What follows belongs to an exercise in optimizing a design on an open flow for small area and a short achievable clock period; a production flow would make more cautious choices.
Function not checked in this run: the RTL went through the layout flow alone.
Power and IR drop assume default switching activity.

[design/flow/config.mk]
export PLATFORM = sky130hd
export DESIGN_NAME = inexact_filter
export DESIGN_NICKNAME = inexact_filter
export VERILOG_FILES = /design/flow/design.v
export SDC_FILE = /design/flow/constraint.sdc
export NUM_CORES = 4
export LEC_CHECK = 0
export ABC_CLOCK_PERIOD_IN_PS = 2000
export CAP_MARGIN = 20
export CORE_MARGIN = 2
export CORE_UTILIZATION = 40
export CTS_CLUSTER_DIAMETER = 100
export CTS_CLUSTER_SIZE = 32
export SETUP_SLACK_MARGIN = 5
export SLEW_MARGIN = 20
[design/flow/constraint.sdc]
create_clock -name core_clock -period 11.0 [get_ports {clk}]
set_input_delay 2.2000 -clock core_clock [delete_from_list [all_inputs] [get_ports {clk}]]
set_output_delay 2.2000 -clock core_clock [all_outputs]
set_load 0.01 [all_outputs]
[design/flow/design.v]
`timescale 1ns / 1ps
module EC(
input H0,L0,EC_prev,H1,  
output EC_out,EC_next 
    );
wire w;  
assign w = ~(H0 | L0);
assign EC_next = (w & EC_prev);
assign EC_out = (EC_next & H1);
endmodule
`timescale 1ns / 1ps
module TBC(
input X0,X1,Y0,Y1,  
output H,L  
    );
assign H = ((X0) & (!Y1)) | (X1 & (!Y1)) | (X1 & (!Y0));
assign L = (!X1) & Y1;
endmodule
`timescale 1ns / 1ps
module mux8bit(
input sel,
input [7:0]I1,I0,
output [7:0]Y
    );
assign Y = sel ? I1 : I0;
endmodule
`timescale 1ns / 1ps
module TDS(
input [7:0]P0,P1,P2,
output [7:0]Min,Med,Max
    );
wire [20:0]w;
wire [5:0]EC_next;
wire [8:0]EC_out;
wire [2:0]mux_sel;
wire [7:0]Temp_max,Temp_min_1,Temp_min_2;
TBC TBC_1_MSB_67(.X0(P0[6]),.X1(P0[7]),.Y0(P1[6]),.Y1(P1[7]),.H(w[0]),.L(w[1]));
TBC TBC_1_BITS45(.X0(P0[4]),.X1(P0[5]),.Y0(P1[4]),.Y1(P1[5]),.H(w[2]),.L(w[3]));
TBC TBC_1_BITS23(.X0(P0[2]),.X1(P0[3]),.Y0(P1[2]),.Y1(P1[3]),.H(w[4]),.L(w[5]));
TBC TBC_1_LSB_01(.X0(P0[0]),.X1(P0[1]),.Y0(P1[0]),.Y1(P1[1]),.H(w[6]),.L());
EC EC_1_MSB_45(.H0(w[0]),.L0(w[1]),.EC_prev(1'b1),.H1(w[2]),.EC_next(EC_next[0]),.EC_out(EC_out[0]));
EC EC_1_BITS23(.H0(w[2]),.L0(w[3]),.EC_prev(EC_next[0]),.H1(w[4]),.EC_next(EC_next[1]),.EC_out(EC_out[1]));
EC EC_1_LSB_01(.H0(w[4]),.L0(w[5]),.EC_prev(EC_next[1]),.H1(w[6]),.EC_next(),.EC_out(EC_out[2]));
assign mux_sel[0] = EC_out[0] | EC_out[1] | EC_out[2] | w[0];  
mux8bit m_1_min(.sel(mux_sel[0]),.I1(P1),.I0(P0),.Y(Temp_min_1));
mux8bit m_1_max(.sel(mux_sel[0]),.I1(P0),.I0(P1),.Y(Temp_max));
TBC TBC_2_MSB_67(.X0(Temp_max[6]),.X1(Temp_max[7]),.Y0(P2[6]),.Y1(P2[7]),.H(w[7]),.L(w[8]));
TBC TBC_2_BITS45(.X0(Temp_max[4]),.X1(Temp_max[5]),.Y0(P2[4]),.Y1(P2[5]),.H(w[9]),.L(w[10]));
TBC TBC_2_BITS23(.X0(Temp_max[2]),.X1(Temp_max[3]),.Y0(P2[2]),.Y1(P2[3]),.H(w[11]),.L(w[12]));
TBC TBC_2_LSB_01(.X0(Temp_max[0]),.X1(Temp_max[1]),.Y0(P2[0]),.Y1(P2[1]),.H(w[13]),.L());
EC EC_2_MSB_45(.H0(w[7]),.L0(w[8]),.EC_prev(1'b1),.H1(w[9]),.EC_next(EC_next[2]),.EC_out(EC_out[3]));
EC EC_2_BITS23(.H0(w[9]),.L0(w[10]),.EC_prev(EC_next[2]),.H1(w[11]),.EC_next(EC_next[3]),.EC_out(EC_out[4]));
EC EC_2_LSB_01(.H0(w[11]),.L0(w[12]),.EC_prev(EC_next[3]),.H1(w[13]),.EC_next(),.EC_out(EC_out[5]));
assign mux_sel[1] = EC_out[3] | EC_out[4] | EC_out[5] | w[7];
mux8bit m_2_min(.sel(mux_sel[1]),.I1(P2),.I0(Temp_max),.Y(Temp_min_2));
mux8bit m_2_max(.sel(mux_sel[1]),.I1(Temp_max),.I0(P2),.Y(Max));  
TBC TBC_3_MSB_67(.X0(Temp_min_1[6]),.X1(Temp_min_1[7]),.Y0(Temp_min_2[6]),.Y1(Temp_min_2[7]),.H(w[14]),.L(w[15]));
TBC TBC_3_BITS45(.X0(Temp_min_1[4]),.X1(Temp_min_1[5]),.Y0(Temp_min_2[4]),.Y1(Temp_min_2[5]),.H(w[16]),.L(w[17]));
TBC TBC_3_BITS23(.X0(Temp_min_1[2]),.X1(Temp_min_1[3]),.Y0(Temp_min_2[2]),.Y1(Temp_min_2[3]),.H(w[18]),.L(w[19]));
TBC TBC_3_LSB_01(.X0(Temp_min_1[0]),.X1(Temp_min_1[1]),.Y0(Temp_min_2[0]),.Y1(Temp_min_2[1]),.H(w[20]),.L());
EC EC_3_MSB_45(.H0(w[14]),.L0(w[15]),.EC_prev(1'b1),.H1(w[16]),.EC_next(EC_next[4]),.EC_out(EC_out[6]));
EC EC_3_BITS23(.H0(w[16]),.L0(w[17]),.EC_prev(EC_next[4]),.H1(w[18]),.EC_next(EC_next[5]),.EC_out(EC_out[7]));
EC EC_3_LSB_01(.H0(w[18]),.L0(w[19]),.EC_prev(EC_next[5]),.H1(w[20]),.EC_next(),.EC_out(EC_out[8]));
assign mux_sel[2] = EC_out[6] | EC_out[7] | EC_out[8] | w[14];
mux8bit m_3_min(.sel(mux_sel[2]),.I1(Temp_min_2),.I0(Temp_min_1),.Y(Min));  
mux8bit m_3_max(.sel(mux_sel[2]),.I1(Temp_min_1),.I0(Temp_min_2),.Y(Med));  
endmodule
`timescale 1ns / 1ps
module inexact_filter
# (parameter COUNT = 256)  
(input [7:0] Pixel_in,
input  clk,
output [7:0] Median
);
    function cmp;
        input [7:0] X, Y;
        reg [3:0] H, L;
        integer i;
        begin
            for (i = 0; i < 4; i = i + 1) begin
                H[i] = (X[2*i] & ~Y[2*i+1]) | (X[2*i+1] & ~Y[2*i+1]) | (X[2*i+1] & ~Y[2*i]);
                L[i] = ~X[2*i+1] & Y[2*i+1];
            end
            cmp = H[3] | (~(H[3] | L[3]) & H[2])
                       | (~(H[3] | L[3]) & ~(H[2] | L[2]) & H[1])
                       | (~(H[3] | L[3]) & ~(H[2] | L[2]) & ~(H[1] | L[1]) & H[0]);
        end
    endfunction
    function [2:0] tmin;
        input c01, c02, c12, c10;
        tmin = { c01 & c02 & c12 | ~c01 & c12 & c02,
                 c01 & c02 & ~c12 | c01 & ~c02 & ~c10,
                 c01 & ~c02 & c10 | ~c01 & c12 & ~c02 | ~c01 & ~c12 };
    endfunction
    function [2:0] tmed;
        input c01, c02, c12, c10;
        tmed = { c01 & c02 & ~c12 | ~c01 & c12 & ~c02,
                 c01 & c02 & c12 | c01 & ~c02 & c10 | ~c01 & ~c12,
                 c01 & ~c02 & ~c10 | ~c01 & c12 & c02 };
    endfunction
    function [2:0] tmax;
        input c01, c02, c12, c10;
        tmax = { c01 & ~c02 | ~c01 & ~c12,
                 ~c01 & c12,
                 c01 & c02 };
    endfunction
    localparam T1_ = 0, Tx_ = 1, M1_ = 2, M2_ = 3, D1_ = 4, D2_ = 5, N1_ = 6, N2_ = 7;
    function kk;
        input [7:0] u, w;
        input [63:0] k;
        integer i, j;
        begin
            kk = 1'b0;
            for (i = 0; i < 8; i = i + 1)
                for (j = 0; j < 8; j = j + 1)
                    if (i != j) kk = kk | (u[i] & w[j] & k[8*i+j]);
        end
    endfunction
    function kx;
        input [7:0] u, c;
        kx = |(u & c);
    endfunction
    function [7:0] val;
        input [7:0] u;
        input [63:0] v;
        integer i;
        begin
            val = 8'd0;
            for (i = 0; i < 8; i = i + 1)
                val = val | ({8{u[i]}} & v[8*i +: 8]);
        end
    endfunction
    function [7:0] pick;
        input [2:0] s;
        input [7:0] p0, p1, p2;
        pick = ({8{s[0]}} & p0) | ({8{s[1]}} & p1) | ({8{s[2]}} & p2);
    endfunction
    reg [7:0] lb [0:2*COUNT-2];
    integer li;
    always @(posedge clk) begin
        lb[0] <= Pixel_in;
        for (li = 1; li < 2*COUNT-1; li = li + 1)
            lb[li] <= lb[li-1];
    end
    reg [7:0] T1, Tx, M1, M2, D1, D2, N1, N2;
    reg [63:0] k;
    reg [7:0] Med0_n, Med1_n, Med2_n;    
    wire [7:0] X = Pixel_in;
    wire [63:0] vk = {N2, N1, D2, D1, M2, M1, Tx, T1};
    localparam [7:0] ET1 = 8'd1, ETx = 8'd2, EM1 = 8'd4, EM2 = 8'd8,
                     ED1 = 8'd16, ED2 = 8'd32, EN1 = 8'd64, EN2 = 8'd128;
    wire [7:0] xg, gx;   
    genvar gi;
    generate
        for (gi = 0; gi < 8; gi = gi + 1) begin : gxc
            assign xg[gi] = cmp(X, vk[8*gi +: 8]);
            assign gx[gi] = cmp(vk[8*gi +: 8], X);
        end
    endgenerate
    wire p = gx[Tx_];          
    wire q = gx[T1_];          
    wire r = k[8*T1_+Tx_];     
    function [39:0] stage2;
        input [63:0] kv;
        reg [7:0] md0, mn0;
        begin
            md0 = kv[8*T1_+Tx_] ? ET1 : ETx;    
            mn0 = kv[8*T1_+Tx_] ? ETx : ET1;    
            stage2[7:0]   = pick(tmin(kv[8*Tx_+M1_], kv[8*Tx_+M2_], kv[8*M1_+M2_], kv[8*M1_+Tx_]), ETx, EM1, EM2);
            stage2[15:8]  = pick(tmed(kv[8*T1_+D1_], kv[8*T1_+D2_], kv[8*D1_+D2_], kv[8*D1_+T1_]), ET1, ED1, ED2);
            stage2[23:16] = pick(tmax(kv[8*T1_+N1_], kv[8*T1_+N2_], kv[8*N1_+N2_], kv[8*N1_+T1_]), ET1, EN1, EN2);
            stage2[31:24] = pick(tmed(kk(md0, ED1, kv), kk(md0, ED2, kv), kv[8*D1_+D2_], kk(ED1, md0, kv)), md0, ED1, ED2);
            stage2[39:32] = pick(tmax(kk(mn0, EN1, kv), kk(mn0, EN2, kv), kv[8*N1_+N2_], kk(EN1, mn0, kv)), mn0, EN1, EN2);
        end
    endfunction
    reg  [39:0] s2;
    wire [7:0] aK  = s2[7:0];
    wire [7:0] bK1 = s2[15:8];
    wire [7:0] cK1 = s2[23:16];
    wire [7:0] bK0 = s2[31:24];
    wire [7:0] cK0 = s2[39:32];
    wire [2:0] aX = tmin(xg[M1_], xg[M2_], k[8*M1_+M2_], gx[M1_]);
    wire [2:0] bX = tmed(xg[D1_], xg[D2_], k[8*D1_+D2_], gx[D1_]);
    wire [2:0] cX = tmax(xg[N1_], xg[N2_], k[8*N1_+N2_], gx[N1_]);
    wire [7:0] VaK  = val(aK, vk);
    wire [7:0] VbK0 = val(bK0, vk);
    wire [7:0] VcK0 = val(cK0, vk);
    wire [7:0] VbK1 = val(bK1, vk);
    wire [7:0] VcK1 = val(cK1, vk);
    wire xbK0 = cmp(X, VbK0), bK0x = cmp(VbK0, X), xcK0 = cmp(X, VcK0);
    wire aKx  = cmp(VaK, X),  xaK  = cmp(X, VaK);
    wire bK1x = cmp(VbK1, X), xcK1 = cmp(X, VcK1);
    wire [2:0] f0X  = tmed(xbK0, xcK0, kk(bK0, cK0, k), bK0x);
    wire [2:0] f0M1 = tmed(kk(EM1, bK0, k), kk(EM1, cK0, k), kk(bK0, cK0, k), kk(bK0, EM1, k));
    wire [2:0] f0M2 = tmed(kk(EM2, bK0, k), kk(EM2, cK0, k), kk(bK0, cK0, k), kk(bK0, EM2, k));
    wire [2:0] f1X  = tmed(kk(aK, bK1, k), aKx, bK1x, kk(bK1, aK, k));
    wire [2:0] f1N1 = tmed(kk(aK, bK1, k), kk(aK, EN1, k), kk(bK1, EN1, k), kk(bK1, aK, k));
    wire [2:0] f1N2 = tmed(kk(aK, bK1, k), kk(aK, EN2, k), kk(bK1, EN2, k), kk(bK1, aK, k));
    wire [2:0] f2X  = tmed(aKx, kk(aK, cK1, k), xcK1, xaK);
    wire [2:0] f2D1 = tmed(kk(aK, ED1, k), kk(aK, cK1, k), kk(ED1, cK1, k), kk(ED1, aK, k));
    wire [2:0] f2D2 = tmed(kk(aK, ED2, k), kk(aK, cK1, k), kk(ED2, cK1, k), kk(ED2, aK, k));
    wire [7:0] R0M1 = val(pick(f0M1, EM1, bK0, cK0), vk);
    wire [7:0] R0M2 = val(pick(f0M2, EM2, bK0, cK0), vk);
    wire [7:0] R1N1 = val(pick(f1N1, aK, bK1, EN1), vk);
    wire [7:0] R1N2 = val(pick(f1N2, aK, bK1, EN2), vk);
    wire [7:0] R2D1 = val(pick(f2D1, aK, ED1, cK1), vk);
    wire [7:0] R2D2 = val(pick(f2D2, aK, ED2, cK1), vk);
    wire c0 = ~p, c1 = p & q, c2 = p & ~q;
    wire [7:0] med0 = {8{c0 & aX[0] & f0X[0]}} & X
                    | {8{c0 & aX[0] & f0X[1]}} & VbK0
                    | {8{c0 & aX[0] & f0X[2]}} & VcK0
                    | {8{c0 & aX[1]}} & R0M1 | {8{c0 & aX[2]}} & R0M2;
    wire [7:0] med1 = {8{c1 & cX[0] & f1X[2]}} & X
                    | {8{c1 & cX[0] & f1X[0]}} & VaK
                    | {8{c1 & cX[0] & f1X[1]}} & VbK1
                    | {8{c1 & cX[1]}} & R1N1 | {8{c1 & cX[2]}} & R1N2;
    wire [7:0] med2 = {8{c2 & bX[0] & f2X[1]}} & X
                    | {8{c2 & bX[0] & f2X[0]}} & VaK
                    | {8{c2 & bX[0] & f2X[2]}} & VcK1
                    | {8{c2 & bX[1]}} & R2D1 | {8{c2 & bX[2]}} & R2D2;
    wire [7:0] A = lb[2*COUNT-2];
    wire [7:0] B = lb[COUNT-2];
    wire       s0 = cmp(A, B);
    wire [7:0] T1n = s0 ? B : A;
    wire [7:0] Txn = s0 ? A : B;
    wire [2:0] cmx = p ? 3'b100 : 3'b001;
    wire [2:0] cmd = p ? (q ? 3'b010 : 3'b001) : (r ? 3'b010 : 3'b100);
    wire [2:0] cmn = p ? (q ? 3'b001 : 3'b010) : (r ? 3'b100 : 3'b010);
    wire [63:0] vn = {Txn, T1n, N1, D1, M1, Tx, T1, X};
    wire [63:0] cn;
    genvar ga, gb;
    generate
        for (ga = 0; ga < 8; ga = ga + 1) begin : gna
            for (gb = 0; gb < 8; gb = gb + 1) begin : gnb
                if (ga == gb) begin : gd
                    assign cn[8*ga+gb] = 1'b0;
                end else if (ga == 0 && gb <= 5) begin : gxa
                    assign cn[8*ga+gb] = xg[gb == 1 ? T1_ : gb == 2 ? Tx_ : gb == 3 ? M1_ : gb == 4 ? D1_ : N1_];
                end else if (gb == 0 && ga <= 5) begin : gxb
                    assign cn[8*ga+gb] = gx[ga == 1 ? T1_ : ga == 2 ? Tx_ : ga == 3 ? M1_ : ga == 4 ? D1_ : N1_];
                end else if (ga >= 1 && ga <= 5 && gb >= 1 && gb <= 5) begin : gkk
                    localparam integer KA = ga == 1 ? T1_ : ga == 2 ? Tx_ : ga == 3 ? M1_ : ga == 4 ? D1_ : N1_;
                    localparam integer KB = gb == 1 ? T1_ : gb == 2 ? Tx_ : gb == 3 ? M1_ : gb == 4 ? D1_ : N1_;
                    assign cn[8*ga+gb] = k[8*KA+KB];
                end else begin : gnew
                    assign cn[8*ga+gb] = cmp(vn[8*ga +: 8], vn[8*gb +: 8]);
                end
            end
        end
    endgenerate
    wire [7:0] nsel [0:7];
    assign nsel[T1_] = 8'b0100_0000;
    assign nsel[Tx_] = 8'b1000_0000;
    assign nsel[M1_] = {5'd0, cmx};
    assign nsel[M2_] = 8'b0000_1000;
    assign nsel[D1_] = {5'd0, cmd};
    assign nsel[D2_] = 8'b0001_0000;
    assign nsel[N1_] = {5'd0, cmn};
    assign nsel[N2_] = 8'b0010_0000;
    function nc;
        input [7:0] u, w;
        input [63:0] c;
        integer i, j;
        begin
            nc = 1'b0;
            for (i = 0; i < 8; i = i + 1)
                for (j = 0; j < 8; j = j + 1)
                    if (i != j) nc = nc | (u[i] & w[j] & c[8*i+j]);
        end
    endfunction
    wire [63:0] kn;
    genvar gu, gw;
    generate
        for (gu = 0; gu < 8; gu = gu + 1) begin : gku
            for (gw = 0; gw < 8; gw = gw + 1) begin : gkw
                if (gu == gw) begin : gd
                    assign kn[8*gu+gw] = 1'b0;
                end else begin : gc
                    assign kn[8*gu+gw] = nc(nsel[gu], nsel[gw], cn);
                end
            end
        end
    endgenerate
    always @(posedge clk) begin
        T1 <= T1n;
        Tx <= Txn;
        M1 <= p ? Tx : X;
        D1 <= p ? (q ? T1 : X) : (r ? T1 : Tx);
        N1 <= p ? (q ? X : T1) : (r ? Tx : T1);
        M2 <= M1;
        D2 <= D1;
        N2 <= N1;
        k  <= kn;
        s2 <= stage2(kn);
        Med0_n <= ~med0;
        Med1_n <= ~med1;
        Med2_n <= ~med2;
    end
    assign Median = ~(Med0_n & Med1_n & Med2_n);
endmodule
[design/flow/flow/run.sh]
#!/bin/bash
# Layout flow: the standard synthesis, then the combinational logic of the
# synthesized netlist is re-mapped by ABC for delay (the flip-flops are kept as
# they are: same instances, names and cells), then the standard layout
# (floorplan to final) with a larger setup margin for ORFS's timing repair.
# The SDC is the design's, unchanged. Each tool's output goes to a log here.
set -euo pipefail
MARGIN=${MARGIN:-7.5}
RES=orfs/results/${FLOW_PLATFORM:-sky130hd}/inexact_filter/base
LIB=$FLOW_HOME/platforms/sky130hd/lib/sky130_fd_sc_hd__tt_025C_1v80.lib
YOSYS=$FLOW_HOME/../tools/install/yosys/bin/yosys
[[ -x $YOSYS ]] || YOSYS=yosys

bash standard.sh SETUP_SLACK_MARGIN=$MARGIN synth > 1_standard_synth.log 2>&1
cp $RES/1_2_yosys.v 1_2_yosys_standard.v

# cells the re-mapping may not use: the platform's don't-use cells, delay
# cells, and slow wide gates
DU=$(grep -o 'cell ("sky130_fd_sc_hd__[a-z0-9_]*")' $LIB | sed 's/cell ("//; s/")//' \
     | grep -E "__(probe|lpflow|clkdly|dlygate|dlymetal|einv|ebuf|or3|or4|nor4|and4|a2111|o2111|a222|a311|o311|a41|o41|a32|o32)" \
     | sed 's/^/-dont_use /' | tr '\n' ' ')
FLOPS=$(grep -o 'sky130_fd_sc_hd__df[a-z0-9_]*' 1_2_yosys_standard.v | sort -u | tr '\n' ' ')
remap() {  # remap ABC_SCRIPT LOG
cat > remap.ys <<EOS
read_liberty -ignore_miss_func $LIB
blackbox $FLOPS
read_verilog 1_2_yosys_standard.v
hierarchy -top $FLOW_TOP
flatten
opt_clean
abc -script +$1 -liberty $LIB $DU -D 100
opt_clean -purge
stat -liberty $LIB
write_verilog -noattr -noexpr 1_2_yosys_remap.v
EOS
$YOSYS -s remap.ys > $2 2>&1
}
# the ABC scripts to try, in order (flow/abc.script first); if none works the
# standard netlist is kept
mapfile -t SCRIPTS < <(cat flow/abc.script; echo; echo 'strash;dc2;dch,-f;map,-D,100;topo;buffer,-c;upsize,-c;dnsize,-c'; echo 'strash;dch;map,-D,100')
i=0
for sc in "${SCRIPTS[@]}"; do
  [[ -n $sc ]] || continue
  i=$((i+1))
  if remap "$sc" 2_remap_yosys_$i.log; then
    cp 1_2_yosys_remap.v $RES/1_2_yosys.v
    break
  fi
done

bash standard.sh SETUP_SLACK_MARGIN=$MARGIN finish > 3_standard_layout.log 2>&1
[design/flow/flow/abc.script]
strash;dch;map,-D,100;topo;buffer,-c;upsize,-c;dnsize,-c
[design/flow/standard.sh]
#!/bin/bash
# synth_recipe.tcl (not shown) runs the flow's synth.tcl, then flattens the netlist and writes it again
# the make line also repeats each setting of config.mk as NAME=value (left out here)
make -C /OpenROAD-flow-scripts/flow DESIGN_CONFIG=/design/flow/config.mk WORK_HOME=/design/flow/orfs CLKGATE_MAP_FILE= SYNTH_SCRIPT=/design/flow/synth_recipe.tcl "${@:-finish}"
==> metrics.md <==
| Metric | Value |
|---|---|
| Num ports | 17 |
| RSZ-0062 raised after global routing | true |
| Number of H-tree levels | 4 |
| R2r setup slk | 7.42 ns |
| Final Hold Viols | 0 |
| Grt ovf | 0 |
| Yosys warning total | 2 |
| Seq. cell area | 84800 um^2 |
| Worst slew pin tran | 1.22 ns |
| Setup Viol. Count Final | 0 |
| Period utilization | 33.5% |
| Detailed Route Iter0 Violations | 2686 |
| Cell family with most CP delay | flip-flops |
| CP Capture Type | primary output |
| Effective utilization at floorplan | 40.1% |
| Dpl hpwl | 121 mm |
| Reg2reg path depth | 10 |
| Die width | 489 um |
| CTS tree | built |
| Avg WL per Cell | 20.2 um |
| Worst-path clk slew | 0.10 ns |
| Fin Clk Skew | 0.0482 ns |
| Die Y | 489 um |
| Final WL | 192 mm |
| Critical path required time | 8.80 ns |
| Most common library cell in the layout ignoring fill and taps | dfxtp_1 |
| Status | no timing/DRC/antenna violations |
| Initial antenna violation count | 11 |
| Reg2reg start | s2[28]$_DFF_P_ |
| 1st-pass router iterations | 5 |
| Number of global-route vias before repair | 41042 |
| Layout cells sized above 1 | 11.7% |
| Cells after Synth | 5979 |
| DRC Markers | 0 |
| DR vias | 41641 |
| RePlAce Congestion | 0.867 |
| Clk root buf | clkbuf_16 |
| Fin crit period | 3.68 ns |
| Buffers added on ports | 16 |
| Filler cell count | 20456 |
| Area of the multi-input gates | 9750 um^2 |
| Max Slew Vio Count | 0 |
| HP Class | reg2reg |
| First-pass GRT wire length | 283 mm |
| Fin nets | 6344 |
| Critical hold path startpoint | lb[176][7]$_DFF_P_ |
| Clock Latency Late Sink | 0.85 ns |
| Post-Place Worst Slack | 5.20 ns |
| Crit path buf inv count | 1 |
| Maxcap violations | 0 |
| Clk buf depth | 3 |
| Hold Path Sink | lb[177][7]$_DFF_P_ |
| Post-CTS Hold Fix Bufs | 0 |
| Layout Cells excl Fill | 9516 |
| Area added between synthesis and finish | 13.0% |
| Synthesized Nets | 5988 |
| Core box area | 235000 um^2 |
| Rel. slew slack | 18.7% |
| Clock Sinks | 4233 |
| Mean area per synthesized cell | 15.7 um^2 |
| Netlist Area Pre-Place | 94100 um^2 |
| Static Leakage | 0.0414 uW |
| Critical Path Fanout Max | 1 |
| Crit path cell chain | nand3_4 -> buf_6 |
| Die area | 239000 um^2 |
| Post-route ant nets | 0 |
| Setup_tns | 0 ns |
| Reg2reg end | Med0_n[7]$_DFF_P_ |
| Largest net degree at the start of global routing | 46 |
| CP arrival | 1.48 ns |
| F_max | 0.272 GHz |
| Total power | 23000 uW |
| Slowest cell on crit path | dfxtp_4 |
| Placed cells | 9148 |
| Cell area power density | 216 nW/um^2 |
| Worst-case vdd ir drop | 161 uV |
| Worst Setup Start Kind | flop |
| Hold depth | 0 |
| Critical path class | reg2out |
| GRT Total Usage | 16.1% |
| Max incr delay on CP | 0.42 ns |
| Placement Rows | 178 |
| Most frequent cells in the layout | dfxtp_1, nand2_1, inv_1, buf_4, clkbuf_16 |
| Number of buffers created by CTS | 159 |
| Vias per cell | 4.38 |
| Post-route setup slack | 7.32 ns |
registers in the layout, indices dropped and copies added (netlist names):
name,count
lb,4088
k,24
s2,17
cn,16
D1,8
D2,8
M1,8
M2,8
Med0_n,8
Med1_n,8
Med2_n,8
N1,8
N2,8
T1,8
Tx,8
layout make-up:
| cell class | count | area share (%) |
|---|---|---|
| clock buffers | 160 | 3.77 |
| inverters | 195 | 0.765 |
| flip-flops and latches | 4233 | 79.8 |
| well taps | 3150 | 3.71 |
| repair inverters | 1 | 0.0106 |
| multi-input cells | 1506 | 9.17 |
| clock inverters | 27 | 0.486 |
| diodes | 5 | 0.0118 |
| repair buffers | 239 | 2.33 |
how the worst max path moves through the flow:
stage / start / to / slack [ns] / depth (start not counted)
after CTS: Med1_n[1]$_DFF_P_ / Median[1] / 7.22 / 2
after detailed placement: Pixel_in[0] / Med2_n[2]$_DFF_P_ / 5.20 / 14
after global placement: Pixel_in[0] / Med0_n[7]$_DFF_P_ / 5.27 / 13
after global routing: Med1_n[2]$_DFF_P_ / Median[2] / 7.24 / 2
final: Med0_n[6]$_DFF_P_ / Median[6] / 7.32 / 2
after floorplan: Pixel_in[0] / Med2_n[7]$_DFF_P_ / 7.22 / 12
report_power, final:
part,internal [uW],switching (uW),leakage [uW]
combinational,166,303,0.00499
sequential,15400,63.7,0.0343
clock,2730,4310,0.00218
total,18300,4670,0.0414
per-stage QoR:
| step | instance area, um^2 | utilization [%] | hold WS [ns] |
|---|---|---|---|
| after floorplan | 94300 | - | 0.310 |
| after global placement | 98500 | 42.0 | 0.310 |
| after CTS | 105000 | 44.9 | 0.307 |
| after global routing | 106000 | 45.3 | 0.311 |
| after detailed placement | 98500 | 42.0 | 0.312 |
| final | 106000 | 45.3 | 0.309 |
timing repair:
item,4_1_cts,5_1_grt
setup endpoints to repair,108,52
gates resized for setup,289,159
gates cloned,8,1
pin swaps,52,81
buffers inserted,120,47
routing by layer:
layer,wire length (um),share of wire [%],GRT usage (%),vias to the layer above
met2,79100,41,23.4,757
met5,0,0,0,-
met4,6860,3.6,5.73,0
li1,-,-,-,20079
met1,98500,51,24.2,20482
met3,7470,3.9,2.53,323

==> what the ideal ports hide <==
In the flow no input, the clock included, has a driving cell. The finished layout below was timed again as built, in two steps.
Step 1 assumes that a clkbuf_16 drives the clock port and a buf_2 every other input.
Step 2, shift: input delay + t, output delay - t, t = (earliest + latest rising clock arrival at the registers) / 2. This alone moves slack from input paths to output paths.
Three values: no drivers, after step 1, after step 2; two values: the first two.
shift t [ns]: 0.907
slack for setup (ns): 7.320 / 7.238 / 6.449
worst setup path at the end: input to register
worst data-port slew with drivers (ns): 0.08
pins driven straight from the clock port: 1
After both steps this run still meets setup and hold. The setup slack of this run moves by -0.082 ns with the drivers and by -0.871 ns with both steps.
